This is an optimization exercise on Yosys and OpenROAD, whose aim is small area and a short achievable clock period, not a production implementation.
No functional check of the RTL was part of any run shown here.
Power figures rest on the tool's default switching activity, not on a simulated workload.

### flow/config.mk
export PLATFORM = sky130hd
export DESIGN_NAME = MBF
export DESIGN_NICKNAME = MBF
export VERILOG_FILES = /design/flow/design.v
export SDC_FILE = /design/flow/constraint.sdc
export NUM_CORES = 4
export LEC_CHECK = 0
export CAP_MARGIN = 20
export CORE_MARGIN = 2
export CORE_UTILIZATION = 65
export SLEW_MARGIN = 20
export SYNTH_HIERARCHICAL = 1
### flow/design.v
`timescale 1ns/10ps
module MBF(clk, reset, x_valid, x_in, y_valid, z_valid, y, z);
input          clk;
input          reset;
input          x_valid;
input   [7:0]  x_in;
output         y_valid;
output         z_valid;
output  [7:0]  y;
output  [7:0]  z;
reg  [7:0] x0;           
reg        sh, nsh;      
reg        hd, nhd;      
always @(posedge clk) begin
    x0  <= x_in ^ 8'h7f;
    sh  <= x_valid & ~reset;
    nsh <= ~(x_valid & ~reset);
    hd  <= ~x_valid & ~reset;
    nhd <= ~(~x_valid & ~reset);
end
reg  [7:0] d0;
wire [7:0] d0_n;
reg  [7:0] d1;
wire [7:0] d1_n;
reg  [7:0] d2;
wire [7:0] d2_n;
reg  [7:0] d3;
wire [7:0] d3_n;
reg  [7:0] d4;
wire [7:0] d4_n;
reg  [7:0] d5;
wire [7:0] d5_n;
reg  [7:0] d6;
wire [7:0] d6_n;
reg  [7:0] d7;
wire [7:0] d7_n;
reg  [7:0] d8;
wire [7:0] d8_n;
reg  [7:0] d9;
wire [7:0] d9_n;
reg  [7:0] d10;
wire [7:0] d10_n;
reg  [7:0] d11;
wire [7:0] d11_n;
reg  [7:0] d12;
wire [7:0] d12_n;
reg  [7:0] d13;
wire [7:0] d13_n;
reg  [7:0] d14;
wire [7:0] d14_n;
MBF_dl_o22a u_d0_0 (x0[0], d0[0], nsh, nhd, d0_n[0]);
MBF_dl_o22a u_d0_1 (x0[1], d0[1], nsh, nhd, d0_n[1]);
MBF_dl_o22a u_d0_2 (x0[2], d0[2], nsh, nhd, d0_n[2]);
MBF_dl_o22a u_d0_3 (x0[3], d0[3], nsh, nhd, d0_n[3]);
MBF_dl_o22a u_d0_4 (x0[4], d0[4], nsh, nhd, d0_n[4]);
MBF_dl_o22a u_d0_5 (x0[5], d0[5], nsh, nhd, d0_n[5]);
MBF_dl_o22a u_d0_6 (x0[6], d0[6], nsh, nhd, d0_n[6]);
MBF_dl_a22o u_d0_7 (x0[7], d0[7], sh, hd, d0_n[7]);
MBF_dl_a2bb2o u_d1_0 (d0[0], d1[0], nsh, hd, d1_n[0]);
MBF_dl_a2bb2o u_d1_1 (d0[1], d1[1], nsh, hd, d1_n[1]);
MBF_dl_a2bb2o u_d1_2 (d0[2], d1[2], nsh, hd, d1_n[2]);
MBF_dl_a2bb2o u_d1_3 (d0[3], d1[3], nsh, hd, d1_n[3]);
MBF_dl_a2bb2o u_d1_4 (d0[4], d1[4], nsh, hd, d1_n[4]);
MBF_dl_a2bb2o u_d1_5 (d0[5], d1[5], nsh, hd, d1_n[5]);
MBF_dl_a2bb2o u_d1_6 (d0[6], d1[6], nsh, hd, d1_n[6]);
MBF_dl_o2bb2a u_d1_7 (d0[7], d1[7], sh, nhd, d1_n[7]);
MBF_dl_a22o u_d2_0 (d1[0], d2[0], sh, hd, d2_n[0]);
MBF_dl_a22o u_d2_1 (d1[1], d2[1], sh, hd, d2_n[1]);
MBF_dl_a22o u_d2_2 (d1[2], d2[2], sh, hd, d2_n[2]);
MBF_dl_a22o u_d2_3 (d1[3], d2[3], sh, hd, d2_n[3]);
MBF_dl_a22o u_d2_4 (d1[4], d2[4], sh, hd, d2_n[4]);
MBF_dl_a22o u_d2_5 (d1[5], d2[5], sh, hd, d2_n[5]);
MBF_dl_a22o u_d2_6 (d1[6], d2[6], sh, hd, d2_n[6]);
MBF_dl_o22a u_d2_7 (d1[7], d2[7], nsh, nhd, d2_n[7]);
MBF_dl_o2bb2a u_d3_0 (d2[0], d3[0], sh, nhd, d3_n[0]);
MBF_dl_o2bb2a u_d3_1 (d2[1], d3[1], sh, nhd, d3_n[1]);
MBF_dl_o2bb2a u_d3_2 (d2[2], d3[2], sh, nhd, d3_n[2]);
MBF_dl_o2bb2a u_d3_3 (d2[3], d3[3], sh, nhd, d3_n[3]);
MBF_dl_o2bb2a u_d3_4 (d2[4], d3[4], sh, nhd, d3_n[4]);
MBF_dl_o2bb2a u_d3_5 (d2[5], d3[5], sh, nhd, d3_n[5]);
MBF_dl_o2bb2a u_d3_6 (d2[6], d3[6], sh, nhd, d3_n[6]);
MBF_dl_a2bb2o u_d3_7 (d2[7], d3[7], nsh, hd, d3_n[7]);
MBF_dl_o22a u_d4_0 (d3[0], d4[0], nsh, nhd, d4_n[0]);
MBF_dl_o22a u_d4_1 (d3[1], d4[1], nsh, nhd, d4_n[1]);
MBF_dl_o22a u_d4_2 (d3[2], d4[2], nsh, nhd, d4_n[2]);
MBF_dl_o22a u_d4_3 (d3[3], d4[3], nsh, nhd, d4_n[3]);
MBF_dl_o22a u_d4_4 (d3[4], d4[4], nsh, nhd, d4_n[4]);
MBF_dl_o22a u_d4_5 (d3[5], d4[5], nsh, nhd, d4_n[5]);
MBF_dl_o22a u_d4_6 (d3[6], d4[6], nsh, nhd, d4_n[6]);
MBF_dl_a22o u_d4_7 (d3[7], d4[7], sh, hd, d4_n[7]);
MBF_dl_a2bb2o u_d5_0 (d4[0], d5[0], nsh, hd, d5_n[0]);
MBF_dl_a2bb2o u_d5_1 (d4[1], d5[1], nsh, hd, d5_n[1]);
MBF_dl_a2bb2o u_d5_2 (d4[2], d5[2], nsh, hd, d5_n[2]);
MBF_dl_a2bb2o u_d5_3 (d4[3], d5[3], nsh, hd, d5_n[3]);
MBF_dl_a2bb2o u_d5_4 (d4[4], d5[4], nsh, hd, d5_n[4]);
MBF_dl_a2bb2o u_d5_5 (d4[5], d5[5], nsh, hd, d5_n[5]);
MBF_dl_a2bb2o u_d5_6 (d4[6], d5[6], nsh, hd, d5_n[6]);
MBF_dl_o2bb2a u_d5_7 (d4[7], d5[7], sh, nhd, d5_n[7]);
MBF_dl_a22o u_d6_0 (d5[0], d6[0], sh, hd, d6_n[0]);
MBF_dl_a22o u_d6_1 (d5[1], d6[1], sh, hd, d6_n[1]);
MBF_dl_a22o u_d6_2 (d5[2], d6[2], sh, hd, d6_n[2]);
MBF_dl_a22o u_d6_3 (d5[3], d6[3], sh, hd, d6_n[3]);
MBF_dl_a22o u_d6_4 (d5[4], d6[4], sh, hd, d6_n[4]);
MBF_dl_a22o u_d6_5 (d5[5], d6[5], sh, hd, d6_n[5]);
MBF_dl_a22o u_d6_6 (d5[6], d6[6], sh, hd, d6_n[6]);
MBF_dl_o22a u_d6_7 (d5[7], d6[7], nsh, nhd, d6_n[7]);
MBF_dl_a22o u_d7_0 (d6[0], d7[0], sh, hd, d7_n[0]);
MBF_dl_a22o u_d7_1 (d6[1], d7[1], sh, hd, d7_n[1]);
MBF_dl_a22o u_d7_2 (d6[2], d7[2], sh, hd, d7_n[2]);
MBF_dl_a22o u_d7_3 (d6[3], d7[3], sh, hd, d7_n[3]);
MBF_dl_a22o u_d7_4 (d6[4], d7[4], sh, hd, d7_n[4]);
MBF_dl_a22o u_d7_5 (d6[5], d7[5], sh, hd, d7_n[5]);
MBF_dl_a22o u_d7_6 (d6[6], d7[6], sh, hd, d7_n[6]);
MBF_dl_o22a u_d7_7 (d6[7], d7[7], nsh, nhd, d7_n[7]);
MBF_dl_a22o u_d8_0 (d7[0], d8[0], sh, hd, d8_n[0]);
MBF_dl_a22o u_d8_1 (d7[1], d8[1], sh, hd, d8_n[1]);
MBF_dl_a22o u_d8_2 (d7[2], d8[2], sh, hd, d8_n[2]);
MBF_dl_a22o u_d8_3 (d7[3], d8[3], sh, hd, d8_n[3]);
MBF_dl_a22o u_d8_4 (d7[4], d8[4], sh, hd, d8_n[4]);
MBF_dl_a22o u_d8_5 (d7[5], d8[5], sh, hd, d8_n[5]);
MBF_dl_a22o u_d8_6 (d7[6], d8[6], sh, hd, d8_n[6]);
MBF_dl_o22a u_d8_7 (d7[7], d8[7], nsh, nhd, d8_n[7]);
MBF_dl_o2bb2a u_d9_0 (d8[0], d9[0], sh, nhd, d9_n[0]);
MBF_dl_o2bb2a u_d9_1 (d8[1], d9[1], sh, nhd, d9_n[1]);
MBF_dl_o2bb2a u_d9_2 (d8[2], d9[2], sh, nhd, d9_n[2]);
MBF_dl_o2bb2a u_d9_3 (d8[3], d9[3], sh, nhd, d9_n[3]);
MBF_dl_o2bb2a u_d9_4 (d8[4], d9[4], sh, nhd, d9_n[4]);
MBF_dl_o2bb2a u_d9_5 (d8[5], d9[5], sh, nhd, d9_n[5]);
MBF_dl_o2bb2a u_d9_6 (d8[6], d9[6], sh, nhd, d9_n[6]);
MBF_dl_a2bb2o u_d9_7 (d8[7], d9[7], nsh, hd, d9_n[7]);
MBF_dl_o22a u_d10_0 (d9[0], d10[0], nsh, nhd, d10_n[0]);
MBF_dl_o22a u_d10_1 (d9[1], d10[1], nsh, nhd, d10_n[1]);
MBF_dl_o22a u_d10_2 (d9[2], d10[2], nsh, nhd, d10_n[2]);
MBF_dl_o22a u_d10_3 (d9[3], d10[3], nsh, nhd, d10_n[3]);
MBF_dl_o22a u_d10_4 (d9[4], d10[4], nsh, nhd, d10_n[4]);
MBF_dl_o22a u_d10_5 (d9[5], d10[5], nsh, nhd, d10_n[5]);
MBF_dl_o22a u_d10_6 (d9[6], d10[6], nsh, nhd, d10_n[6]);
MBF_dl_a22o u_d10_7 (d9[7], d10[7], sh, hd, d10_n[7]);
MBF_dl_a2bb2o u_d11_0 (d10[0], d11[0], nsh, hd, d11_n[0]);
MBF_dl_a2bb2o u_d11_1 (d10[1], d11[1], nsh, hd, d11_n[1]);
MBF_dl_a2bb2o u_d11_2 (d10[2], d11[2], nsh, hd, d11_n[2]);
MBF_dl_a2bb2o u_d11_3 (d10[3], d11[3], nsh, hd, d11_n[3]);
MBF_dl_a2bb2o u_d11_4 (d10[4], d11[4], nsh, hd, d11_n[4]);
MBF_dl_a2bb2o u_d11_5 (d10[5], d11[5], nsh, hd, d11_n[5]);
MBF_dl_a2bb2o u_d11_6 (d10[6], d11[6], nsh, hd, d11_n[6]);
MBF_dl_o2bb2a u_d11_7 (d10[7], d11[7], sh, nhd, d11_n[7]);
MBF_dl_a22o u_d12_0 (d11[0], d12[0], sh, hd, d12_n[0]);
MBF_dl_a22o u_d12_1 (d11[1], d12[1], sh, hd, d12_n[1]);
MBF_dl_a22o u_d12_2 (d11[2], d12[2], sh, hd, d12_n[2]);
MBF_dl_a22o u_d12_3 (d11[3], d12[3], sh, hd, d12_n[3]);
MBF_dl_a22o u_d12_4 (d11[4], d12[4], sh, hd, d12_n[4]);
MBF_dl_a22o u_d12_5 (d11[5], d12[5], sh, hd, d12_n[5]);
MBF_dl_a22o u_d12_6 (d11[6], d12[6], sh, hd, d12_n[6]);
MBF_dl_o22a u_d12_7 (d11[7], d12[7], nsh, nhd, d12_n[7]);
MBF_dl_o2bb2a u_d13_0 (d12[0], d13[0], sh, nhd, d13_n[0]);
MBF_dl_o2bb2a u_d13_1 (d12[1], d13[1], sh, nhd, d13_n[1]);
MBF_dl_o2bb2a u_d13_2 (d12[2], d13[2], sh, nhd, d13_n[2]);
MBF_dl_o2bb2a u_d13_3 (d12[3], d13[3], sh, nhd, d13_n[3]);
MBF_dl_o2bb2a u_d13_4 (d12[4], d13[4], sh, nhd, d13_n[4]);
MBF_dl_o2bb2a u_d13_5 (d12[5], d13[5], sh, nhd, d13_n[5]);
MBF_dl_o2bb2a u_d13_6 (d12[6], d13[6], sh, nhd, d13_n[6]);
MBF_dl_a2bb2o u_d13_7 (d12[7], d13[7], nsh, hd, d13_n[7]);
MBF_dl_o22a u_d14_0 (d13[0], d14[0], nsh, nhd, d14_n[0]);
MBF_dl_o22a u_d14_1 (d13[1], d14[1], nsh, nhd, d14_n[1]);
MBF_dl_o22a u_d14_2 (d13[2], d14[2], nsh, nhd, d14_n[2]);
MBF_dl_o22a u_d14_3 (d13[3], d14[3], nsh, nhd, d14_n[3]);
MBF_dl_o22a u_d14_4 (d13[4], d14[4], nsh, nhd, d14_n[4]);
MBF_dl_o22a u_d14_5 (d13[5], d14[5], nsh, nhd, d14_n[5]);
MBF_dl_o22a u_d14_6 (d13[6], d14[6], nsh, nhd, d14_n[6]);
MBF_dl_a22o u_d14_7 (d13[7], d14[7], sh, hd, d14_n[7]);
always @(posedge clk) begin
    d0 <= d0_n;
    d1 <= d1_n;
    d2 <= d2_n;
    d3 <= d3_n;
    d4 <= d4_n;
    d5 <= d5_n;
    d6 <= d6_n;
    d7 <= d7_n;
    d8 <= d8_n;
    d9 <= d9_n;
    d10 <= d10_n;
    d11 <= d11_n;
    d12 <= d12_n;
    d13 <= d13_n;
    d14 <= d14_n;
end
reg pe0_0;
reg pe1_0;
reg pe1_1;
reg pe2_0;
reg pe2_1;
reg pe3_0;
reg pe3_1;
reg pe4_0;
reg pe4_1;
reg pe5_0;
reg pe5_1;
reg pe6_0;
reg pe6_1;
reg pe7_0;
reg pe7_1;
reg pe8_0;
reg pe8_1;
reg pe9_0;
reg pe9_1;
reg pe10_0;
reg pe10_1;
reg pe11_0;
reg pe11_1;
reg pe12_0;
reg pe12_1;
reg pe13_0;
reg pe13_1;
reg pe14_0;
reg pe14_1;
reg pe15_0;
reg pe15_1;
reg po0_0;
reg po1_0;
reg po1_1;
reg po2_0;
reg po2_1;
reg po3_0;
reg po3_1;
reg po4_0;
reg po4_1;
reg po5_0;
reg po5_1;
reg po6_0;
reg po6_1;
reg po7_0;
reg po7_1;
reg po8_0;
reg po8_1;
reg po9_0;
reg po9_1;
reg po10_0;
reg po10_1;
reg po11_0;
reg po11_1;
reg po12_0;
reg po12_1;
reg po13_0;
reg po13_1;
reg po14_0;
reg po14_1;
reg po15_0;
reg po15_1;
wire npo0_0 = ~po0_0;
wire npo1_0 = ~po1_0;
wire npo1_1 = ~po1_1;
wire npo2_0 = ~po2_0;
wire npo2_1 = ~po2_1;
wire npo3_0 = ~po3_0;
wire npo3_1 = ~po3_1;
wire npo4_0 = ~po4_0;
wire npo4_1 = ~po4_1;
wire npo5_0 = ~po5_0;
wire npo5_1 = ~po5_1;
wire npo6_0 = ~po6_0;
wire npo6_1 = ~po6_1;
wire npo7_0 = ~po7_0;
wire npo7_1 = ~po7_1;
wire npo8_0 = ~po8_0;
wire npo8_1 = ~po8_1;
wire npo9_0 = ~po9_0;
wire npo9_1 = ~po9_1;
wire npo10_0 = ~po10_0;
wire npo10_1 = ~po10_1;
wire npo11_0 = ~po11_0;
wire npo11_1 = ~po11_1;
wire npo12_0 = ~po12_0;
wire npo12_1 = ~po12_1;
wire npo13_0 = ~po13_0;
wire npo13_1 = ~po13_1;
wire npo14_0 = ~po14_0;
wire npo14_1 = ~po14_1;
wire npo15_0 = ~po15_0;
wire npo15_1 = ~po15_1;
wire es1, ec2;
MBF_ha u_es1 (.a(x0[5]), .b(d1[3]), .s(es1), .co(ec2));
wire es3, ec4;
assign es3 = x0[6] ^ d1[4];
assign ec4 = x0[6] | d1[4];
wire es5, ec6;
MBF_fa u_es5 (.a(d3[3]), .b(d3[2]), .c(d5[2]), .s(es5), .co(ec6));
wire es7, ec8;
assign es7 = x0[7] ^ d1[5];
assign ec8 = x0[7] | d1[5];
wire es9, ec10;
MBF_fa u_es9 (.a(d3[4]), .b(d3[3]), .c(d5[3]), .s(es9), .co(ec10));
wire es11, ec12;
MBF_ha u_es11 (.a(d5[1]), .b(d9[4]), .s(es11), .co(ec12));
wire es13, ec14;
assign es13 = d1[6] ^ d3[5];
assign ec14 = d1[6] | d3[5];
wire es15, ec16;
MBF_fa u_es15 (.a(d3[4]), .b(d5[4]), .c(d5[2]), .s(es15), .co(ec16));
wire es17, ec18;
MBF_fa u_es17 (.a(d7[0]), .b(d9[5]), .c(d9[3]), .s(es17), .co(ec18));
wire es19, ec20;
assign es19 = d1[7] ^ d3[6];
assign ec20 = d1[7] | d3[6];
wire es21, ec22;
MBF_fa u_es21 (.a(d3[5]), .b(d5[5]), .c(d5[3]), .s(es21), .co(ec22));
wire es23, ec24;
MBF_ha u_es23 (.a(d7[1]), .b(d9[6]), .s(es23), .co(ec24));
wire es25, ec26;
assign es25 = d3[7] ^ d3[6];
assign ec26 = d3[7] | d3[6];
wire es27, ec28;
MBF_ha u_es27 (.a(d5[6]), .b(d5[4]), .s(es27), .co(ec28));
wire es29, ec30;
MBF_ha u_es29 (.a(x0[3]), .b(d1[1]), .s(es29), .co(ec30));
wire es31, ec32;
MBF_fa u_es31 (.a(x0[4]), .b(d1[2]), .c(d3[1]), .s(es31), .co(ec32));
wire es33, ec34;
MBF_fa u_es33 (.a(d3[0]), .b(d5[0]), .c(d9[1]), .s(es33), .co(ec34));
wire es35, ec36;
MBF_fa u_es35 (.a(es1), .b(d3[2]), .c(d3[1]), .s(es35), .co(ec36));
wire es37, ec38;
MBF_fa u_es37 (.a(d5[1]), .b(d9[2]), .c(d9[0]), .s(es37), .co(ec38));
wire es39, ec40;
MBF_ha u_es39 (.a(d11[3]), .b(d11[2]), .s(es39), .co(ec40));
wire es41, ec42;
MBF_fa u_es41 (.a(ec2), .b(es5), .c(d5[0]), .s(es41), .co(ec42));
wire es43, ec44;
MBF_fa u_es43 (.a(d9[3]), .b(d9[1]), .c(d11[4]), .s(es43), .co(ec44));
wire es45, ec46;
MBF_fa u_es45 (.a(d11[3]), .b(d13[5]), .c(~es3), .s(es45), .co(ec46));
wire es47, ec48;
MBF_fa u_es47 (.a(ec4), .b(ec6), .c(es9), .s(es47), .co(ec48));
wire es49, ec50;
MBF_fa u_es49 (.a(es11), .b(d9[2]), .c(d11[5]), .s(es49), .co(ec50));
wire es51, ec52;
MBF_fa u_es51 (.a(d11[4]), .b(d13[6]), .c(~es7), .s(es51), .co(ec52));
wire es53, ec54;
MBF_fa u_es53 (.a(ec8), .b(ec10), .c(ec12), .s(es53), .co(ec54));
wire es55, ec56;
MBF_fa u_es55 (.a(es15), .b(es17), .c(d11[6]), .s(es55), .co(ec56));
wire es57, ec58;
MBF_fa u_es57 (.a(d11[5]), .b(d13[7]), .c(~es13), .s(es57), .co(ec58));
wire es59, ec60;
MBF_fa u_es59 (.a(ec14), .b(ec16), .c(ec18), .s(es59), .co(ec60));
wire es61, ec62;
MBF_fa u_es61 (.a(es21), .b(es23), .c(d9[4]), .s(es61), .co(ec62));
wire es63, ec64;
MBF_fa u_es63 (.a(d11[7]), .b(d11[6]), .c(~es19), .s(es63), .co(ec64));
wire es65, ec66;
MBF_fa u_es65 (.a(ec20), .b(ec22), .c(ec24), .s(es65), .co(ec66));
wire es67, ec68;
MBF_fa u_es67 (.a(es27), .b(d7[2]), .c(d9[7]), .s(es67), .co(ec68));
wire es69, ec70;
MBF_fa u_es69 (.a(d9[5]), .b(d11[7]), .c(~es25), .s(es69), .co(ec70));
wire es71, ec72;
assign es71 = ec26 ^ ec28;
assign ec72 = ec26 | ec28;
wire es73, ec74;
MBF_fa u_es73 (.a(d3[7]), .b(d5[7]), .c(d5[5]), .s(es73), .co(ec74));
wire es75, ec76;
MBF_ha u_es75 (.a(d7[3]), .b(d9[6]), .s(es75), .co(ec76));
wire es77, ec78;
MBF_fa u_es77 (.a(es29), .b(d3[0]), .c(d9[0]), .s(es77), .co(ec78));
wire es79, ec80;
MBF_ha u_es79 (.a(d11[1]), .b(d11[0]), .s(es79), .co(ec80));
wire es81, ec82;
MBF_fa u_es81 (.a(ec30), .b(es31), .c(es33), .s(es81), .co(ec82));
wire es83, ec84;
MBF_fa u_es83 (.a(d11[2]), .b(d11[1]), .c(d13[3]), .s(es83), .co(ec84));
wire es85, ec86;
MBF_fa u_es85 (.a(ec32), .b(ec34), .c(es35), .s(es85), .co(ec86));
wire es87, ec88;
MBF_fa u_es87 (.a(es37), .b(es39), .c(d13[4]), .s(es87), .co(ec88));
wire es89, ec90;
MBF_fa u_es89 (.a(ec36), .b(ec38), .c(ec40), .s(es89), .co(ec90));
wire es91, ec92;
MBF_fa u_es91 (.a(es41), .b(es43), .c(es45), .s(es91), .co(ec92));
wire es93, ec94;
MBF_fa u_es93 (.a(ec42), .b(ec44), .c(ec46), .s(es93), .co(ec94));
wire es95, ec96;
MBF_fa u_es95 (.a(es47), .b(es49), .c(es51), .s(es95), .co(ec96));
wire es97, ec98;
MBF_fa u_es97 (.a(ec48), .b(ec50), .c(ec52), .s(es97), .co(ec98));
wire es99, ec100;
MBF_fa u_es99 (.a(es53), .b(es55), .c(es57), .s(es99), .co(ec100));
wire es101, ec102;
MBF_fa u_es101 (.a(ec54), .b(ec56), .c(ec58), .s(es101), .co(ec102));
wire es103, ec104;
MBF_fa u_es103 (.a(es59), .b(es61), .c(es63), .s(es103), .co(ec104));
wire es105, ec106;
MBF_fa u_es105 (.a(ec60), .b(ec62), .c(ec64), .s(es105), .co(ec106));
wire es107, ec108;
MBF_fa u_es107 (.a(es65), .b(es67), .c(es69), .s(es107), .co(ec108));
wire es109, ec110;
MBF_fa u_es109 (.a(ec66), .b(ec68), .c(ec70), .s(es109), .co(ec110));
wire es111, ec112;
MBF_fa u_es111 (.a(es73), .b(es75), .c(~es71), .s(es111), .co(ec112));
wire es113, ec114;
MBF_fa u_es113 (.a(ec72), .b(ec74), .c(ec76), .s(es113), .co(ec114));
wire es115, ec116;
MBF_fa u_es115 (.a(d5[6]), .b(d7[4]), .c(d9[7]), .s(es115), .co(ec116));
wire es117, ec118;
MBF_ha u_es117 (.a(d1[0]), .b(d11[0]), .s(es117), .co(ec118));
wire es119, ec120;
MBF_fa u_es119 (.a(x0[2]), .b(es77), .c(es79), .s(es119), .co(ec120));
wire es121, ec122;
MBF_fa u_es121 (.a(ec78), .b(ec80), .c(es81), .s(es121), .co(ec122));
wire es123, ec124;
MBF_fa u_es123 (.a(ec82), .b(ec84), .c(es85), .s(es123), .co(ec124));
wire es125, ec126;
MBF_fa u_es125 (.a(ec86), .b(ec88), .c(es89), .s(es125), .co(ec126));
wire es127, ec128;
MBF_fa u_es127 (.a(ec90), .b(ec92), .c(es93), .s(es127), .co(ec128));
wire es129, ec130;
MBF_fa u_es129 (.a(ec94), .b(ec96), .c(es97), .s(es129), .co(ec130));
wire es131, ec132;
MBF_fa u_es131 (.a(ec98), .b(ec100), .c(es101), .s(es131), .co(ec132));
wire es133, ec134;
MBF_fa u_es133 (.a(ec102), .b(ec104), .c(es105), .s(es133), .co(ec134));
wire es135, ec136;
MBF_fa u_es135 (.a(ec106), .b(ec108), .c(es109), .s(es135), .co(ec136));
wire es137, ec138;
MBF_fa u_es137 (.a(ec110), .b(ec112), .c(es113), .s(es137), .co(ec138));
wire es139, ec140;
MBF_fa u_es139 (.a(ec114), .b(ec116), .c(d7[5]), .s(es139), .co(ec140));
wire es141, ec142;
MBF_ha u_es141 (.a(es117), .b(d13[1]), .s(es141), .co(ec142));
wire es143, ec144;
MBF_fa u_es143 (.a(ec118), .b(es119), .c(d13[2]), .s(es143), .co(ec144));
wire es145, ec146;
MBF_fa u_es145 (.a(ec120), .b(es121), .c(es83), .s(es145), .co(ec146));
wire es147, ec148;
MBF_fa u_es147 (.a(ec122), .b(es123), .c(es87), .s(es147), .co(ec148));
wire es149, ec150;
MBF_fa u_es149 (.a(ec124), .b(es125), .c(es91), .s(es149), .co(ec150));
wire es151, ec152;
MBF_fa u_es151 (.a(ec126), .b(es127), .c(es95), .s(es151), .co(ec152));
wire es153, ec154;
MBF_fa u_es153 (.a(ec128), .b(es129), .c(es99), .s(es153), .co(ec154));
wire es155, ec156;
MBF_fa u_es155 (.a(ec130), .b(es131), .c(es103), .s(es155), .co(ec156));
wire es157, ec158;
MBF_fa u_es157 (.a(ec132), .b(es133), .c(es107), .s(es157), .co(ec158));
wire es159, ec160;
MBF_fa u_es159 (.a(ec134), .b(es135), .c(es111), .s(es159), .co(ec160));
wire es161, ec162;
MBF_fa u_es161 (.a(ec136), .b(es137), .c(es115), .s(es161), .co(ec162));
wire es163, ec164;
MBF_fa u_es163 (.a(ec138), .b(es139), .c(~d5[7]), .s(es163), .co(ec164));
wire es165, ec166;
MBF_fa u_es165 (.a(ec140), .b(d5[7]), .c(d7[6]), .s(es165), .co(ec166));
wire os167, oc168;
MBF_ha u_os167 (.a(d0[4]), .b(d2[3]), .s(os167), .co(oc168));
wire os169, oc170;
assign os169 = d0[5] ^ d2[4];
assign oc170 = d0[5] | d2[4];
wire os171, oc172;
MBF_fa u_os171 (.a(d2[3]), .b(d4[3]), .c(d4[1]), .s(os171), .co(oc172));
wire os173, oc174;
assign os173 = d0[6] ^ d2[5];
assign oc174 = d0[6] | d2[5];
wire os175, oc176;
MBF_fa u_os175 (.a(d2[4]), .b(d4[4]), .c(d4[2]), .s(os175), .co(oc176));
wire os177, oc178;
MBF_ha u_os177 (.a(d8[3]), .b(d8[1]), .s(os177), .co(oc178));
wire os179, oc180;
MBF_fa u_os179 (.a(d0[7]), .b(d2[6]), .c(d2[5]), .s(os179), .co(oc180));
wire os181, oc182;
MBF_fa u_os181 (.a(d4[5]), .b(d4[3]), .c(d6[0]), .s(os181), .co(oc182));
wire os183, oc184;
MBF_ha u_os183 (.a(d8[4]), .b(d8[2]), .s(os183), .co(oc184));
wire os185, oc186;
assign os185 = d2[7] ^ d2[6];
assign oc186 = d2[7] | d2[6];
wire os187, oc188;
MBF_fa u_os187 (.a(d4[6]), .b(d4[4]), .c(d6[1]), .s(os187), .co(oc188));
wire os189, oc190;
MBF_ha u_os189 (.a(d8[5]), .b(d8[3]), .s(os189), .co(oc190));
wire os191, oc192;
assign os191 = d2[7] ^ d4[7];
assign oc192 = d2[7] | d4[7];
wire os193, oc194;
MBF_ha u_os193 (.a(d4[5]), .b(d6[2]), .s(os193), .co(oc194));
wire os195, oc196;
MBF_ha u_os195 (.a(d0[2]), .b(d2[1]), .s(os195), .co(oc196));
wire os197, oc198;
MBF_fa u_os197 (.a(d0[3]), .b(d2[2]), .c(d2[1]), .s(os197), .co(oc198));
wire os199, oc200;
MBF_fa u_os199 (.a(d4[1]), .b(d8[0]), .c(d10[1]), .s(os199), .co(oc200));
wire os201, oc202;
MBF_fa u_os201 (.a(os167), .b(d2[2]), .c(d4[2]), .s(os201), .co(oc202));
wire os203, oc204;
MBF_fa u_os203 (.a(d4[0]), .b(d8[1]), .c(d10[2]), .s(os203), .co(oc204));
wire os205, oc206;
MBF_ha u_os205 (.a(d10[1]), .b(d12[3]), .s(os205), .co(oc206));
wire os207, oc208;
MBF_fa u_os207 (.a(oc168), .b(os171), .c(d8[2]), .s(os207), .co(oc208));
wire os209, oc210;
MBF_fa u_os209 (.a(d8[0]), .b(d10[3]), .c(d10[2]), .s(os209), .co(oc210));
wire os211, oc212;
MBF_fa u_os211 (.a(d12[4]), .b(d14[6]), .c(~os169), .s(os211), .co(oc212));
wire os213, oc214;
MBF_fa u_os213 (.a(oc170), .b(oc172), .c(os175), .s(os213), .co(oc214));
wire os215, oc216;
MBF_fa u_os215 (.a(os177), .b(d10[4]), .c(d10[3]), .s(os215), .co(oc216));
wire os217, oc218;
MBF_fa u_os217 (.a(d12[5]), .b(d14[7]), .c(~os173), .s(os217), .co(oc218));
wire os219, oc220;
MBF_fa u_os219 (.a(oc174), .b(oc176), .c(oc178), .s(os219), .co(oc220));
wire os221, oc222;
MBF_fa u_os221 (.a(os179), .b(os181), .c(os183), .s(os221), .co(oc222));
wire os223, oc224;
MBF_fa u_os223 (.a(d10[5]), .b(d10[4]), .c(d12[6]), .s(os223), .co(oc224));
wire os225, oc226;
MBF_fa u_os225 (.a(oc180), .b(oc182), .c(oc184), .s(os225), .co(oc226));
wire os227, oc228;
MBF_fa u_os227 (.a(os187), .b(os189), .c(d10[6]), .s(os227), .co(oc228));
wire os229, oc230;
MBF_fa u_os229 (.a(d10[5]), .b(d12[7]), .c(~os185), .s(os229), .co(oc230));
wire os231, oc232;
MBF_fa u_os231 (.a(oc186), .b(oc188), .c(oc190), .s(os231), .co(oc232));
wire os233, oc234;
MBF_fa u_os233 (.a(os193), .b(d8[6]), .c(d8[4]), .s(os233), .co(oc234));
wire os235, oc236;
MBF_fa u_os235 (.a(d10[7]), .b(d10[6]), .c(~os191), .s(os235), .co(oc236));
wire os237, oc238;
assign os237 = oc192 ^ oc194;
assign oc238 = oc192 | oc194;
wire os239, oc240;
MBF_fa u_os239 (.a(d4[6]), .b(d6[3]), .c(d8[7]), .s(os239), .co(oc240));
wire os241, oc242;
MBF_ha u_os241 (.a(d8[5]), .b(d10[7]), .s(os241), .co(oc242));
wire os243, oc244;
MBF_fa u_os243 (.a(os195), .b(d2[0]), .c(d4[0]), .s(os243), .co(oc244));
wire os245, oc246;
MBF_fa u_os245 (.a(oc196), .b(os197), .c(os199), .s(os245), .co(oc246));
wire os247, oc248;
MBF_ha u_os247 (.a(d10[0]), .b(d12[2]), .s(os247), .co(oc248));
wire os249, oc250;
MBF_fa u_os249 (.a(oc198), .b(oc200), .c(os201), .s(os249), .co(oc250));
wire os251, oc252;
MBF_fa u_os251 (.a(os203), .b(os205), .c(d14[5]), .s(os251), .co(oc252));
wire os253, oc254;
MBF_fa u_os253 (.a(oc202), .b(oc204), .c(oc206), .s(os253), .co(oc254));
wire os255, oc256;
MBF_fa u_os255 (.a(os207), .b(os209), .c(os211), .s(os255), .co(oc256));
wire os257, oc258;
MBF_fa u_os257 (.a(oc208), .b(oc210), .c(oc212), .s(os257), .co(oc258));
wire os259, oc260;
MBF_fa u_os259 (.a(os213), .b(os215), .c(os217), .s(os259), .co(oc260));
wire os261, oc262;
MBF_fa u_os261 (.a(oc214), .b(oc216), .c(oc218), .s(os261), .co(oc262));
wire os263, oc264;
MBF_fa u_os263 (.a(os219), .b(os221), .c(os223), .s(os263), .co(oc264));
wire os265, oc266;
MBF_fa u_os265 (.a(oc220), .b(oc222), .c(oc224), .s(os265), .co(oc266));
wire os267, oc268;
MBF_fa u_os267 (.a(os225), .b(os227), .c(os229), .s(os267), .co(oc268));
wire os269, oc270;
MBF_fa u_os269 (.a(oc226), .b(oc228), .c(oc230), .s(os269), .co(oc270));
wire os271, oc272;
MBF_fa u_os271 (.a(os231), .b(os233), .c(os235), .s(os271), .co(oc272));
wire os273, oc274;
MBF_fa u_os273 (.a(oc232), .b(oc234), .c(oc236), .s(os273), .co(oc274));
wire os275, oc276;
MBF_fa u_os275 (.a(os239), .b(os241), .c(~os237), .s(os275), .co(oc276));
wire os277, oc278;
MBF_fa u_os277 (.a(oc238), .b(oc240), .c(oc242), .s(os277), .co(oc278));
wire os279, oc280;
MBF_fa u_os279 (.a(d4[7]), .b(d6[4]), .c(d8[6]), .s(os279), .co(oc280));
wire os281, oc282;
MBF_ha u_os281 (.a(d0[1]), .b(d2[0]), .s(os281), .co(oc282));
wire os283, oc284;
MBF_fa u_os283 (.a(os243), .b(d10[0]), .c(d12[1]), .s(os283), .co(oc284));
wire os285, oc286;
MBF_fa u_os285 (.a(oc244), .b(os245), .c(os247), .s(os285), .co(oc286));
wire os287, oc288;
MBF_fa u_os287 (.a(oc246), .b(oc248), .c(os249), .s(os287), .co(oc288));
wire os289, oc290;
MBF_fa u_os289 (.a(oc250), .b(oc252), .c(os253), .s(os289), .co(oc290));
wire os291, oc292;
MBF_fa u_os291 (.a(oc254), .b(oc256), .c(os257), .s(os291), .co(oc292));
wire os293, oc294;
MBF_fa u_os293 (.a(oc258), .b(oc260), .c(os261), .s(os293), .co(oc294));
wire os295, oc296;
MBF_fa u_os295 (.a(oc262), .b(oc264), .c(os265), .s(os295), .co(oc296));
wire os297, oc298;
MBF_fa u_os297 (.a(oc266), .b(oc268), .c(os269), .s(os297), .co(oc298));
wire os299, oc300;
MBF_fa u_os299 (.a(oc270), .b(oc272), .c(os273), .s(os299), .co(oc300));
wire os301, oc302;
MBF_fa u_os301 (.a(oc274), .b(oc276), .c(os277), .s(os301), .co(oc302));
wire os303, oc304;
MBF_fa u_os303 (.a(oc278), .b(oc280), .c(d8[7]), .s(os303), .co(oc304));
wire os305, oc306;
MBF_fa u_os305 (.a(os281), .b(d12[0]), .c(d14[2]), .s(os305), .co(oc306));
wire os307, oc308;
MBF_fa u_os307 (.a(oc282), .b(os283), .c(d14[3]), .s(os307), .co(oc308));
wire os309, oc310;
MBF_fa u_os309 (.a(oc284), .b(os285), .c(d14[4]), .s(os309), .co(oc310));
wire os311, oc312;
MBF_fa u_os311 (.a(oc286), .b(os287), .c(os251), .s(os311), .co(oc312));
wire os313, oc314;
MBF_fa u_os313 (.a(oc288), .b(os289), .c(os255), .s(os313), .co(oc314));
wire os315, oc316;
MBF_fa u_os315 (.a(oc290), .b(os291), .c(os259), .s(os315), .co(oc316));
wire os317, oc318;
MBF_fa u_os317 (.a(oc292), .b(os293), .c(os263), .s(os317), .co(oc318));
wire os319, oc320;
MBF_fa u_os319 (.a(oc294), .b(os295), .c(os267), .s(os319), .co(oc320));
wire os321, oc322;
MBF_fa u_os321 (.a(oc296), .b(os297), .c(os271), .s(os321), .co(oc322));
wire os323, oc324;
MBF_fa u_os323 (.a(oc298), .b(os299), .c(os275), .s(os323), .co(oc324));
wire os325, oc326;
MBF_fa u_os325 (.a(oc300), .b(os301), .c(os279), .s(os325), .co(oc326));
wire os327, oc328;
MBF_fa u_os327 (.a(oc302), .b(os303), .c(~d6[5]), .s(os327), .co(oc328));
wire os329, oc330;
MBF_fa u_os329 (.a(oc304), .b(d6[5]), .c(d6[6]), .s(os329), .co(oc330));
wire ls331, lc332;
MBF_ha u_ls331 (.a(pe1_0), .b(pe1_1), .s(ls331), .co(lc332));
wire ls333, lc334;
MBF_fa u_ls333 (.a(pe2_0), .b(po2_0), .c(po2_1), .s(ls333), .co(lc334));
wire ls335, lc336;
MBF_fa u_ls335 (.a(pe3_0), .b(pe3_1), .c(po3_0), .s(ls335), .co(lc336));
wire ls337, lc338;
MBF_fa u_ls337 (.a(pe4_0), .b(pe4_1), .c(po4_0), .s(ls337), .co(lc338));
wire ls339, lc340;
MBF_fa u_ls339 (.a(pe5_0), .b(pe5_1), .c(po5_0), .s(ls339), .co(lc340));
wire ls341, lc342;
MBF_fa u_ls341 (.a(pe6_0), .b(pe6_1), .c(po6_0), .s(ls341), .co(lc342));
wire ls343, lc344;
MBF_fa u_ls343 (.a(pe7_0), .b(pe7_1), .c(po7_0), .s(ls343), .co(lc344));
wire ls345, lc346;
MBF_fa u_ls345 (.a(pe8_0), .b(pe8_1), .c(po8_0), .s(ls345), .co(lc346));
wire ls347, lc348;
MBF_fa u_ls347 (.a(pe9_0), .b(pe9_1), .c(po9_0), .s(ls347), .co(lc348));
wire ls349, lc350;
MBF_fa u_ls349 (.a(pe10_0), .b(pe10_1), .c(po10_0), .s(ls349), .co(lc350));
wire ls351, lc352;
MBF_fa u_ls351 (.a(pe11_0), .b(pe11_1), .c(po11_0), .s(ls351), .co(lc352));
wire ls353, lc354;
MBF_fa u_ls353 (.a(pe12_0), .b(pe12_1), .c(po12_0), .s(ls353), .co(lc354));
wire ls355, lc356;
MBF_fa u_ls355 (.a(pe13_0), .b(pe13_1), .c(po13_0), .s(ls355), .co(lc356));
wire ls357, lc358;
MBF_fa u_ls357 (.a(pe14_0), .b(pe14_1), .c(po14_0), .s(ls357), .co(lc358));
wire ls359, lc360;
MBF_fa u_ls359 (.a(pe15_0), .b(pe15_1), .c(po15_0), .s(ls359), .co(lc360));
wire ls361, lc362;
MBF_ha u_ls361 (.a(ls331), .b(po1_1), .s(ls361), .co(lc362));
wire ls363, lc364;
MBF_fa u_ls363 (.a(lc332), .b(ls333), .c(~pe2_1), .s(ls363), .co(lc364));
wire ls365, lc366;
MBF_fa u_ls365 (.a(lc334), .b(ls335), .c(po3_1), .s(ls365), .co(lc366));
wire ls367, lc368;
MBF_fa u_ls367 (.a(lc336), .b(ls337), .c(po4_1), .s(ls367), .co(lc368));
wire ls369, lc370;
MBF_fa u_ls369 (.a(lc338), .b(ls339), .c(po5_1), .s(ls369), .co(lc370));
wire ls371, lc372;
MBF_fa u_ls371 (.a(lc340), .b(ls341), .c(po6_1), .s(ls371), .co(lc372));
wire ls373, lc374;
MBF_fa u_ls373 (.a(lc342), .b(ls343), .c(po7_1), .s(ls373), .co(lc374));
wire ls375, lc376;
MBF_fa u_ls375 (.a(lc344), .b(ls345), .c(po8_1), .s(ls375), .co(lc376));
wire ls377, lc378;
MBF_fa u_ls377 (.a(lc346), .b(ls347), .c(po9_1), .s(ls377), .co(lc378));
wire ls379, lc380;
MBF_fa u_ls379 (.a(lc348), .b(ls349), .c(po10_1), .s(ls379), .co(lc380));
wire ls381, lc382;
MBF_fa u_ls381 (.a(lc350), .b(ls351), .c(po11_1), .s(ls381), .co(lc382));
wire ls383, lc384;
MBF_fa u_ls383 (.a(lc352), .b(ls353), .c(po12_1), .s(ls383), .co(lc384));
wire ls385, lc386;
MBF_fa u_ls385 (.a(lc354), .b(ls355), .c(po13_1), .s(ls385), .co(lc386));
wire ls387, lc388;
MBF_fa u_ls387 (.a(lc356), .b(ls357), .c(po14_1), .s(ls387), .co(lc388));
wire ls389, lc390;
MBF_fa u_ls389 (.a(lc358), .b(ls359), .c(po15_1), .s(ls389), .co(lc390));
wire hs391, hc392;
MBF_ha u_hs391 (.a(pe1_0), .b(pe1_1), .s(hs391), .co(hc392));
wire hs393, hc394;
MBF_fa u_hs393 (.a(pe2_0), .b(npo2_0), .c(npo2_1), .s(hs393), .co(hc394));
wire hs395, hc396;
MBF_fa u_hs395 (.a(pe3_0), .b(pe3_1), .c(npo3_0), .s(hs395), .co(hc396));
wire hs397, hc398;
MBF_fa u_hs397 (.a(pe4_0), .b(pe4_1), .c(npo4_0), .s(hs397), .co(hc398));
wire hs399, hc400;
MBF_fa u_hs399 (.a(pe5_0), .b(pe5_1), .c(npo5_0), .s(hs399), .co(hc400));
wire hs401, hc402;
MBF_fa u_hs401 (.a(pe6_0), .b(pe6_1), .c(npo6_0), .s(hs401), .co(hc402));
wire hs403, hc404;
MBF_fa u_hs403 (.a(pe7_0), .b(pe7_1), .c(npo7_0), .s(hs403), .co(hc404));
wire hs405, hc406;
MBF_fa u_hs405 (.a(pe8_0), .b(pe8_1), .c(npo8_0), .s(hs405), .co(hc406));
wire hs407, hc408;
MBF_fa u_hs407 (.a(pe9_0), .b(pe9_1), .c(npo9_0), .s(hs407), .co(hc408));
wire hs409, hc410;
MBF_fa u_hs409 (.a(pe10_0), .b(pe10_1), .c(npo10_0), .s(hs409), .co(hc410));
wire hs411, hc412;
MBF_fa u_hs411 (.a(pe11_0), .b(pe11_1), .c(npo11_0), .s(hs411), .co(hc412));
wire hs413, hc414;
MBF_fa u_hs413 (.a(pe12_0), .b(pe12_1), .c(npo12_0), .s(hs413), .co(hc414));
wire hs415, hc416;
MBF_fa u_hs415 (.a(pe13_0), .b(pe13_1), .c(npo13_0), .s(hs415), .co(hc416));
wire hs417, hc418;
MBF_fa u_hs417 (.a(pe14_0), .b(pe14_1), .c(npo14_0), .s(hs417), .co(hc418));
wire hs419, hc420;
MBF_fa u_hs419 (.a(pe15_0), .b(pe15_1), .c(npo15_0), .s(hs419), .co(hc420));
wire hs421, hc422;
MBF_fa u_hs421 (.a(hs391), .b(npo1_1), .c(~npo1_0), .s(hs421), .co(hc422));
wire hs423, hc424;
MBF_fa u_hs423 (.a(hc392), .b(hs393), .c(~pe2_1), .s(hs423), .co(hc424));
wire hs425, hc426;
MBF_fa u_hs425 (.a(hc394), .b(hs395), .c(npo3_1), .s(hs425), .co(hc426));
wire hs427, hc428;
MBF_fa u_hs427 (.a(hc396), .b(hs397), .c(npo4_1), .s(hs427), .co(hc428));
wire hs429, hc430;
MBF_fa u_hs429 (.a(hc398), .b(hs399), .c(npo5_1), .s(hs429), .co(hc430));
wire hs431, hc432;
MBF_fa u_hs431 (.a(hc400), .b(hs401), .c(npo6_1), .s(hs431), .co(hc432));
wire hs433, hc434;
MBF_fa u_hs433 (.a(hc402), .b(hs403), .c(npo7_1), .s(hs433), .co(hc434));
wire hs435, hc436;
MBF_fa u_hs435 (.a(hc404), .b(hs405), .c(npo8_1), .s(hs435), .co(hc436));
wire hs437, hc438;
MBF_fa u_hs437 (.a(hc406), .b(hs407), .c(npo9_1), .s(hs437), .co(hc438));
wire hs439, hc440;
MBF_fa u_hs439 (.a(hc408), .b(hs409), .c(npo10_1), .s(hs439), .co(hc440));
wire hs441, hc442;
MBF_fa u_hs441 (.a(hc410), .b(hs411), .c(npo11_1), .s(hs441), .co(hc442));
wire hs443, hc444;
MBF_fa u_hs443 (.a(hc412), .b(hs413), .c(npo12_1), .s(hs443), .co(hc444));
wire hs445, hc446;
MBF_fa u_hs445 (.a(hc414), .b(hs415), .c(npo13_1), .s(hs445), .co(hc446));
wire hs447, hc448;
MBF_fa u_hs447 (.a(hc416), .b(hs417), .c(npo14_1), .s(hs447), .co(hc448));
wire hs449, hc450;
MBF_fa u_hs449 (.a(hc418), .b(hs419), .c(npo15_1), .s(hs449), .co(hc450));
always @(posedge clk) begin
    pe0_0 <= x0[0];
    pe1_0 <= x0[1];
    pe1_1 <= d13[0];
    pe2_0 <= es141;
    pe2_1 <= x0[2];
    pe3_0 <= ec142;
    pe3_1 <= es143;
    pe4_0 <= ec144;
    pe4_1 <= es145;
    pe5_0 <= ec146;
    pe5_1 <= es147;
    pe6_0 <= ec148;
    pe6_1 <= es149;
    pe7_0 <= ec150;
    pe7_1 <= es151;
    pe8_0 <= ec152;
    pe8_1 <= es153;
    pe9_0 <= ec154;
    pe9_1 <= es155;
    pe10_0 <= ec156;
    pe10_1 <= es157;
    pe11_0 <= ec158;
    pe11_1 <= es159;
    pe12_0 <= ec160;
    pe12_1 <= es161;
    pe13_0 <= ec162;
    pe13_1 <= es163;
    pe14_0 <= ec164;
    pe14_1 <= es165;
    pe15_0 <= ec166;
    pe15_1 <= d7[7];
    po0_0 <= d14[0];
    po1_0 <= d0[0];
    po1_1 <= d14[1];
    po2_0 <= d0[0];
    po2_1 <= os305;
    po3_0 <= oc306;
    po3_1 <= os307;
    po4_0 <= oc308;
    po4_1 <= os309;
    po5_0 <= oc310;
    po5_1 <= os311;
    po6_0 <= oc312;
    po6_1 <= os313;
    po7_0 <= oc314;
    po7_1 <= os315;
    po8_0 <= oc316;
    po8_1 <= os317;
    po9_0 <= oc318;
    po9_1 <= os319;
    po10_0 <= oc320;
    po10_1 <= os321;
    po11_0 <= oc322;
    po11_1 <= os323;
    po12_0 <= oc324;
    po12_1 <= os325;
    po13_0 <= oc326;
    po13_1 <= os327;
    po14_0 <= oc328;
    po14_1 <= os329;
    po15_0 <= oc330;
    po15_1 <= d6[7];
end
wire [16:0] sl = {lc390, lc388, lc386, lc384, lc382, lc380, lc378, lc376, lc374, lc372, lc370, lc368, lc366, lc364, lc362, ls361, pe0_0}
                + {lc360, ls389, ls387, ls385, ls383, ls381, ls379, ls377, ls375, ls373, ls371, ls369, ls367, ls365, ls363, ~po1_0, po0_0};
wire [16:0] sh2 = {hc450, hc448, hc446, hc444, hc442, hc440, hc438, hc436, hc434, hc432, hc430, hc428, hc426, hc424, hc422, pe0_0, ~pe0_0}
                + {hc420, hs449, hs447, hs445, hs443, hs441, hs439, hs437, hs435, hs433, hs431, hs429, hs427, hs425, hs423, hs421, npo0_0};
reg  [7:0] y_r, z_r;
reg        v2, v3;
always @(posedge clk) begin
    y_r <= sl[16:9];
    z_r <= sh2[16:9];
    v2 <= sh & ~reset;
    v3 <= v2 & ~reset;
end
assign y = y_r;
assign z = z_r;
assign y_valid = v3;
assign z_valid = v3;
endmodule
module MBF_fa(a, b, c, s, co);
input  a, b, c;
output s, co;
assign s  = a ^ b ^ c;
assign co = (a & b) | (a & c) | (b & c);
endmodule
module MBF_dl_a22o(p, q, sh, hd, n);
input  p, q, sh, hd;
output n;
assign n = (sh & p) | (hd & q);
endmodule
module MBF_dl_o22a(p, q, nsh, nhd, n);
input  p, q, nsh, nhd;
output n;
assign n = (p | nsh) & (q | nhd);
endmodule
module MBF_dl_a2bb2o(p, q, nsh, hd, n);
input  p, q, nsh, hd;
output n;
assign n = (~nsh & ~p) | (hd & q);
endmodule
module MBF_dl_o2bb2a(p, q, sh, nhd, n);
input  p, q, sh, nhd;
output n;
assign n = (~p | ~sh) & (q | nhd);
endmodule
module MBF_ha(a, b, s, co);
input  a, b;
output s, co;
assign s  = a ^ b;
assign co = a & b;
endmodule
### flow/flow/post_synth.tcl
# The delay line's polarity-flipping next-state cells come out of ABC at drive
# strength 2; they drive one flip-flop each and are far from critical.
foreach inst [get_cells *] {
  set m [get_property $inst ref_name]
  if {$m eq "sky130_fd_sc_hd__o2bb2ai_2"} {
    replace_cell $inst sky130_fd_sc_hd__o2bb2ai_1
  } elseif {$m eq "sky130_fd_sc_hd__a2bb2oi_2"} {
    replace_cell $inst sky130_fd_sc_hd__a2bb2oi_1
  }
}
### flow/standard.sh
#!/bin/bash
# synth_recipe.tcl (not shown) runs the flow's synth.tcl, then flattens the netlist and writes it again
# the make line also repeats each setting of config.mk as NAME=value (left out here)
make -C /OpenROAD-flow-scripts/flow DESIGN_CONFIG=/design/flow/config.mk WORK_HOME=/design/flow/orfs CLKGATE_MAP_FILE= SYNTH_SCRIPT=/design/flow/synth_recipe.tcl "${@:-finish}"
### flow/flow/run.sh
#!/bin/bash
set -e
here=$(cd "$(dirname "$0")" && pwd)
export BUFFER_PORTS_ARGS="-buffer_cell sky130_fd_sc_hd__buf_2"
export POST_SYNTH_TCL="$here/post_synth.tcl"
export CTS_ARGS="-sink_clustering_enable -repair_clock_nets -dont_use_dummy_load"
bash standard.sh > standard.log 2>&1
### flow/constraint.sdc
create_clock -name core_clock -period 12.0 [get_ports {clk}]
set_input_delay 2.4000 -clock core_clock [delete_from_list [all_inputs] [get_ports {clk}]]
set_output_delay 2.4000 -clock core_clock [all_outputs]
set_load 0.01 [all_outputs]
==> results.cfg, run 1 <==
[setup_path]
cp-endpoint = z_valid
required_ns = 9.60
cp_top_family = flip-flops
crit_arrival_ns = 0.94
reg2regPathDepth = 5
reg2reg_setup_slack_ns = 8.89
crit_chain = buf_2
critPathKind = reg2out
cp-end-kind = output port
startpoint = v3
crit_cells = 1
critical_path.max_stage_delay_ns = 0.31
cp_slowest_cell = dfxtp_1
crit_fanout = 2
cp_num_buf_inv = 1
regToRegEndpoint = po8_1
start_kind = register
r2r-start = d4[3]

[route]
vias_per_cell = 5.902
final_antenna_net_count = 0
drc = 0
drt-total-wl_um = 21670
drt-initial-drc-count = 255
vias = 6209
first_pass_iters = 4
wl_per_cell_um = 20.59

[finish]
diodes = 0
drive_above_1_share = 0.07572
regArea_um2 = 4229
utilization = 0.7220
finish.net_count = 1100
num-fill-cells = 1146
syn2layout_area_growth_pct = 8.899
multi_input_comb_area_um2 = 6432

[floorplanning]
pin_count = 29
die_h_um = 134.1
die_area_um2 = 17970
rows = 47
initial_core_util = 0.6630
core_um2 = 16580
die_w_um = 134.1

[timing]
timing.fmax_mhz = 299.7
timing.setup.tns_ns = 0
worst_slew_pin_slew_ns = 0.7375
fin_skew_ns = 0.02389
slew_violations = 0
rsz0062_at_grt = false
post-route-min-period_ns = 3.336
relSlewSlack = 0.5084
finalSetupViolCount = 0
final.period_utilization = 0.2780
hold_violations = 0

[placement]
io_buffer_count = 28
routabilityCongestion = 0.8788
hpwl_um = 16640

[min_path]
hold_class = reg2reg
hold_path.startpoint = x0[1]

[clock_network]
clock_latency_ns = 0.50
postCtsSetupBuffers = 0
cts_resized = 0
htree_num_levels = 1
root_buffer = clkbuf_16
clkTransAtPathRegs_ns = 0.06
cts.sinks = 211
cts_tree = done
cts_made_buffers = 22
hold_buffers = 0
clockBufferDepth = 3

[synthesis]
avgSynthCellArea_um2 = 14.08
syn_area_um2 = 10990
synthCells = 781
synth_nets = 1047
synth_warnings = 7

[run]
max_cap_viol_count = 0

[grt]
grt_pass1_vias = 6778
grt_remaining_overflow = 0
grt_max_degree = 64
antenna_found_initial = 0
grt_pass1_wl_um = 35580
grtUsageTotal = 0.2549

[run_status]
status = timing/DRC/antenna clean

[pwr]
vdd_drop_max_mv = 0.1636
power_density_nw_per_um2 = 206.1
power.leakage_nw = 5.065
[cell usage in the layout (no fill, tap or decap), types with 2 or more instances in the layout]
| master | n |
|---|---|
| fa_1 | 191 |
| a21oi_1 | 11 |
| xnor2_1 | 8 |
| clkbuf_16 | 22 |
| a21o_1 | 8 |
| nor2_1 | 6 |
| dfxtp_1 | 207 |
| nand2_1 | 3 |
| o22a_1 | 33 |
| ha_1 | 64 |
| a2bb2oi_1 | 24 |
| nor2b_1 | 3 |
| and2_1 | 2 |
| a221oi_1 | 2 |
| nand4_1 | 5 |
| o21a_1 | 6 |
| dfxtp_2 | 4 |
| nand3_1 | 4 |
| a22o_1 | 39 |
| o21ai_0 | 5 |
| o2bb2ai_1 | 24 |
| a211oi_1 | 3 |
| xor2_1 | 8 |
| inv_1 | 84 |
| o21bai_1 | 4 |
| and3_1 | 5 |
| nor3_1 | 2 |
| nand2b_1 | 2 |
| buf_2 | 28 |
| buf_4 | 4 |
[worst min path at each step]
stage / endpoint / slack (ns) / cells after the start
4_1_cts: pe1_0 / 0.36 / 0
2_1_floorplan: po0_0 / 0.33 / 0
3_3_place_gp: pe1_0 / 0.34 / 0
5_1_grt: po1_1 / 0.37 / 0
6_report: pe1_0 / 0.36 / 0
3_5_place_dp: po1_1 / 0.35 / 0
[power breakdown]
group / switching (mW) / leakage (nW) / internal [mW] / total, mW
sequential: 0.0401 / 1.73 / 0.781 / 0.821
combinational: 0.581 / 3.07 / 0.498 / 1.08
clock: 0.245 / 0.271 / 0.321 / 0.566
[through the flow]
stage | worst slack, ns | cell area, µm² | total power, mW | hold slack, ns | cells
after floorplan | 9.115 | 10990 | 1.667 | 0.3316 | 781
after global placement | 8.963 | 11420 | 1.887 | 0.3388 | 1030
after detailed placement | 8.907 | 11420 | 1.908 | 0.3467 | 1030
after CTS | 8.652 | 11970 | 2.483 | 0.3589 | 1052
after global routing | 8.635 | 11970 | 2.650 | 0.3658 | 1052
final | 8.664 | 11970 | 2.467 | 0.3570 | 1052
[metal layers]
layer,share of wire,wire length (µm),global-route usage,vias to the layer above
met5,0,0,0,-
met4,0.024,527,0.06316,0
met3,0.054,1166,0.05745,33
met2,0.46,9922,0.3977,154
met1,0.46,10050,0.3711,3219
li1,-,-,-,2803
[cell type report]
cell class | instances | area share
Inverter | 84 | 0.02634
Timing Repair Buffer | 32 | 0.01421
Multi-Input combinational cell | 483 | 0.5373
Clock buffer | 22 | 0.04598
Sequential cell | 211 | 0.3532
Tap cell | 220 | 0.02299
[state kept, by name, indices dropped and copies added (netlist names), 8 cells and up]
| name | flops |
|---|---|
| d0 | 8 |
| d10 | 8 |
| d11 | 8 |
| d12 | 8 |
| d13 | 8 |
| d14 | 8 |
| d1 | 8 |
| d2 | 8 |
| d3 | 8 |
| d4 | 8 |
| d5 | 8 |
| d6 | 8 |
| d7 | 8 |
| d8 | 8 |
| d9 | 8 |
| x0 | 8 |
| y_r | 8 |
| z_r | 8 |
==> run 2: changes to the inputs <==
==> flow/flow/run.sh (replaced) <==
#!/bin/bash
set -e
here=$(cd "$(dirname "$0")" && pwd)
export BUFFER_PORTS_ARGS="-buffer_cell sky130_fd_sc_hd__buf_2"
export POST_SYNTH_TCL="$here/post_synth.tcl"
export CTS_ARGS="-sink_clustering_enable -repair_clock_nets -dont_use_dummy_load -sink_clustering_size 24 -sink_clustering_buffer sky130_fd_sc_hd__clkbuf_8"
bash standard.sh > standard.log 2>&1
==> run 2 against run 1 <==
Effect of this change: final cell count is 1.2% higher; sequential share of layout area hardly changed; power is 0.68% lower; setup slack better by 0.047 ns; worst hold slack worse by 0.0037 ns; synthesized cell count stayed put; wire length hardly changed; first-iteration DRC count is 27% higher; combinational power hardly changed; critical path depth stayed put.
==> results.cfg, run 2 <==
[pwr]
internal-power_mw = 1.576
power_density_nw_per_um2 = 204.9
p_sw_uw = 874.7
power.leakage_nw = 5.072
clkPwrFrac = 0.222
vdd_drop_max_mv = 0.1602
p_sw_frac = 0.3570
pwr-share-seq = 0.336
pwr-share-comb = 0.443

[setup_path]
crit_cells = 1
critPathKind = reg2out
critical_path.max_stage_delay_ns = 0.31
cp-end-kind = output port
reg2regPathDepth = 9
cp_top_family = flip-flops
start_kind = register
crit_arrival_ns = 0.89
reg2reg_setup_slack_ns = 8.87
crit_fanout = 2
r2r-start = po2_0
crit_chain = buf_2
required_ns = 9.60
cp_num_buf_inv = 1
cp_slowest_cell = dfxtp_1
regToRegEndpoint = z_r[5]

[placement]
placed_cell_area_um2 = 11420
routabilityCongestion = 0.8788
hpwl_um = 16640
io_buffer_count = 28

[finish]
layout_commonest_cell = dfxtp_1
syn2layout_area_growth_pct = 8.786
drive_above_1_share = 0.08994
diodes = 0
finish.net_count = 1113
final_cell_mix = dfxtp_1 (207), fa_1 (191), inv_1 (84)
design_area_um2 = 11960

[floorplanning]
die_w_um = 134.1
initial_core_util = 0.6630
die_h_um = 134.1
rows = 47
pin_count = 29
die_area_um2 = 17970
core_um2 = 16580

[clock_network]
clockBufferDepth = 3
clock_latency_ns = 0.46
cts_tree = done
hold_buffers = 0
htree_num_levels = 2
cts_made_buffers = 35
postCtsSetupBuffers = 0
clkTransAtPathRegs_ns = 0.05
cts_resized = 0
cts.sinks = 211
root_buffer = clkbuf_16

[route]
first_pass_iters = 4
vias = 6298
drt-initial-drc-count = 323
wl_per_cell_um = 20.33
vias_per_cell = 5.914
final_antenna_net_count = 0
drc = 0
drt-total-wl_um = 21650

[grt]
grt_pass1_vias = 6878
grt_max_degree = 64
grtUsageTotal = 0.2589
grt_remaining_overflow = 0
antenna_found_initial = 0
grt_pass1_wl_um = 35760

[min_path]
hold_path_end = pe1_0
hold_depth = 0
hold_class = reg2reg
hold_path.startpoint = x0[1]

[timing]
fin_skew_ns = 0.03123
final.period_utilization = 0.2741
relSlewSlack = 0.5005
rsz0062_at_grt = false
hold_slack_ns = 0.3533
worst_slew_pin_slew_ns = 0.7492
timing.fmax_mhz = 304.0
post-route-min-period_ns = 3.290
timing.setup.tns_ns = 0
slew_violations = 0
hold_violations = 0
finalSetupViolCount = 0

[synthesis]
synth_warnings = 7
syn_area_um2 = 10990
avgSynthCellArea_um2 = 14.08
synthCells = 781
synth_nets = 1047

[run]
max_cap_viol_count = 0

[run_status]
status = timing/DRC/antenna clean
## run 2: cell type report
type / instances / area, µm²
multi-input cells: 483 / 6432
inverters: 84 / 315.3
well taps: 220 / 275.3
fillers: 1173 / 4623
clock buffers: 35 / 538.0
repair buffers: 32 / 170.2
flip-flops and latches: 211 / 4229
## run 2: per-layer routing
layer	global-route usage	vias up	wire length [µm]
met5	0	-	0
met4	0.08363	0	575
met3	0.06274	50	1246
met2	0.3932	193	9866
met1	0.3751	3219	9962
li1	-	2836	-
## run 2: how the worst max path moves through the flow
| stage | from | endpoint | slack, ns |
|---|---|---|---|
| after floorplan | v3 | z_valid | 9.11 |
| after global placement | d4[3] | po7_1 | 8.96 |
| after detailed placement | d4[3] | po7_1 | 8.91 |
| after CTS | v3 | z_valid | 8.69 |
| after global routing | v3 | z_valid | 8.67 |
| final | v3 | z_valid | 8.71 |
## run 2: power by group through the flow
| stage | combinational (mW) | sequential, mW | clock [mW] |
|---|---|---|---|
| 6_report | 1.09 | 0.822 | 0.543 |
| 4_1_cts | 1.08 | 0.823 | 0.557 |
| 5_1_grt | 1.22 | 0.830 | 0.589 |
| 3_3_place_gp | 1.05 | 0.835 | 0 |
| 3_5_place_dp | 1.07 | 0.837 | 0 |
| 2_1_floorplan | 0.814 | 0.852 | 0 |
## run 2: stage by stage
step                power (mW)  setup WS (ns)    util  std cells
floorplan                1.667          9.115       -        781
detailed placement       1.908          8.907  0.6888       1030
finish                   2.450          8.710  0.7212       1065
global route             2.638          8.670  0.7212       1065
global placement         1.887          8.963  0.6888       1030
CTS                      2.460          8.688  0.7212       1065
==> run 3: changes to the inputs <==
==> flow/flow/run.sh (replaced) <==
#!/bin/bash
set -e
here=$(cd "$(dirname "$0")" && pwd)
export BUFFER_PORTS_ARGS="-buffer_cell sky130_fd_sc_hd__buf_2"
export POST_SYNTH_TCL="$here/post_synth.tcl"
export CTS_ARGS="-sink_clustering_enable -repair_clock_nets -dont_use_dummy_load -sink_clustering_size 32 -sink_clustering_max_diameter 100 -sink_clustering_buffer sky130_fd_sc_hd__clkbuf_16"
bash standard.sh > standard.log 2>&1
==> run 3 against run 2 <==
Effect of this change: sequential power about the same; combinational power about the same; via count decreased by 2.3%; synthesized cell count unchanged; largest power group unchanged; global-route usage decreased by 0.88 points.
==> results.cfg, run 3 <==
[timing]
final.period_utilization = 0.2771
timing.fmax_mhz = 300.7
setup_slack_ns = 8.675
rsz0062_at_grt = false
timing.setup.tns_ns = 0
hold_violations = 0
relSlewSlack = 0.5133
hold_slack_ns = 0.3619
post-route-min-period_ns = 3.325
slew_violations = 0
worst_slew_pin_slew_ns = 0.7300
finalSetupViolCount = 0
fin_skew_ns = 0.05530

[synthesis]
synthCells = 781
synth_warnings = 7
synth_nets = 1047
avgSynthCellArea_um2 = 14.08
syn_area_um2 = 10990

[route]
vias_per_cell = 5.916
final_antenna_net_count = 0
drc = 0
first_pass_iters = 7
highest_layer = met4
wl_per_cell_um = 20.29
drt-initial-drc-count = 326
m1WireLength_um = 9955
met3_length_um = 923
drt-total-wl_um = 21100
wl_met2_um = 9759
vias = 6153

[clock_network]
hold_buffers = 0
clock_latency_ns = 0.48
cts.sinks = 211
cts_resized = 0
cts_made_buffers = 10
cts_tree = done
root_buffer = clkbuf_16
postCtsSetupBuffers = 0
clockBufferDepth = 3
clkTransAtPathRegs_ns = 0.11
htree_num_levels = 1

[min_path]
hold_class = reg2reg

[run_status]
status = timing/DRC/antenna clean

[placement]
io_buffer_count = 28
hpwl_um = 16640
routabilityCongestion = 0.8788
dp.cells = 1030
placed_cell_area_um2 = 11420
place_ws_ns = 8.907

[grt]
grt_max_degree = 64
grt_remaining_overflow = 0
grt_pass1_wl_um = 34870
grtUsageTotal = 0.2501
antenna_found_initial = 0
grt_pass1_vias = 6650

[finish]
num-fill-cells = 1197
multi_input_comb_area_um2 = 6432
regArea_um2 = 4229
finish.net_count = 1088
design_area_um2 = 11670
syn2layout_area_growth_pct = 6.168
final_cell_mix = dfxtp_1 (207), fa_1 (191), inv_1 (84)
utilization = 0.7039
layout_commonest_cell = dfxtp_1
drive_above_1_share = 0.06220
fin_cells = 1040
diodes = 0

[run]
max_cap_viol_count = 0

[floorplanning]
core_um2 = 16580
die_h_um = 134.1
rows = 47
pin_count = 29
die_area_um2 = 17970
die_w_um = 134.1
initial_core_util = 0.6630

[setup_path]
start_kind = register
cp_slowest_cell = dfxtp_1
cp_num_buf_inv = 1
crit_chain = buf_2
crit_arrival_ns = 0.93
cp-end-kind = output port
crit_fanout = 2
reg2reg_setup_slack_ns = 8.87
critical_path.max_stage_delay_ns = 0.33
required_ns = 9.60
cp_top_family = flip-flops
critPathKind = reg2out

[pwr]
power_density_nw_per_um2 = 193.9
power.leakage_nw = 4.918
power_mw = 2.263
vdd_drop_max_mv = 0.1597
[run 3: worst paths after layout]
kind         endpoint  cells past startpoint   start
max           z_valid                      1      v3
min             pe1_0                      0   x0[1]
max reg2reg    y_r[4]                      8  pe10_0
min reg2reg     pe1_0                      0   x0[1]
[run 3: layout make-up]
cell class,instances,area share
inverters,84,0.02701
flip-flops and latches,211,0.3623
well taps,220,0.02358
multi-input cells,483,0.5511
repair buffers,32,0.01458
clock buffers,10,0.02144
[run 3: metal layers]
layer | global-route usage | up-vias
met5 | 0 | -
met4 | 0.05731 | 0
met3 | 0.04082 | 28
met2 | 0.3912 | 151
met1 | 0.3761 | 3189
li1 | - | 2785
[run 3: power breakdown]
part	total (mW)	switching [mW]	internal (mW)
logic	1.09	0.586	0.499
registers	0.820	0.0399	0.780
clock network	0.358	0.207	0.151
total	2.26	0.833	1.43

==> separate check: timing with driven ports <==
In the flow no input, the clock included, has a driving cell. The finished layouts below were timed again as built, in two steps. Step 1 assumes that a clkbuf_16 drives the clock port and a buf_2 every other input. Step 2, shift: input delay + t, output delay - t, t = (earliest + latest rising clock arrival at the registers) / 2. This alone moves slack from input paths to output paths. Slacks: no drivers / after step 1 / after step 2; pairs: no drivers / after step 1.
run | shift t [ns] | setup slack, ns | clock arrival spread, ns | worst register clock-pin slew, ns
run 1 | 0.530 | 8.664 / 8.618 / 8.894 | 0.024 / 0.025 | 0.06 / 0.06
run 2 | 0.492 | 8.710 / 8.665 / 8.866 | 0.031 / 0.031 | 0.06 / 0.06
run 3 | 0.499 | 8.675 / 8.627 / 8.871 | 0.056 / 0.056 | 0.12 / 0.12
After both steps every run listed still meets setup and hold.
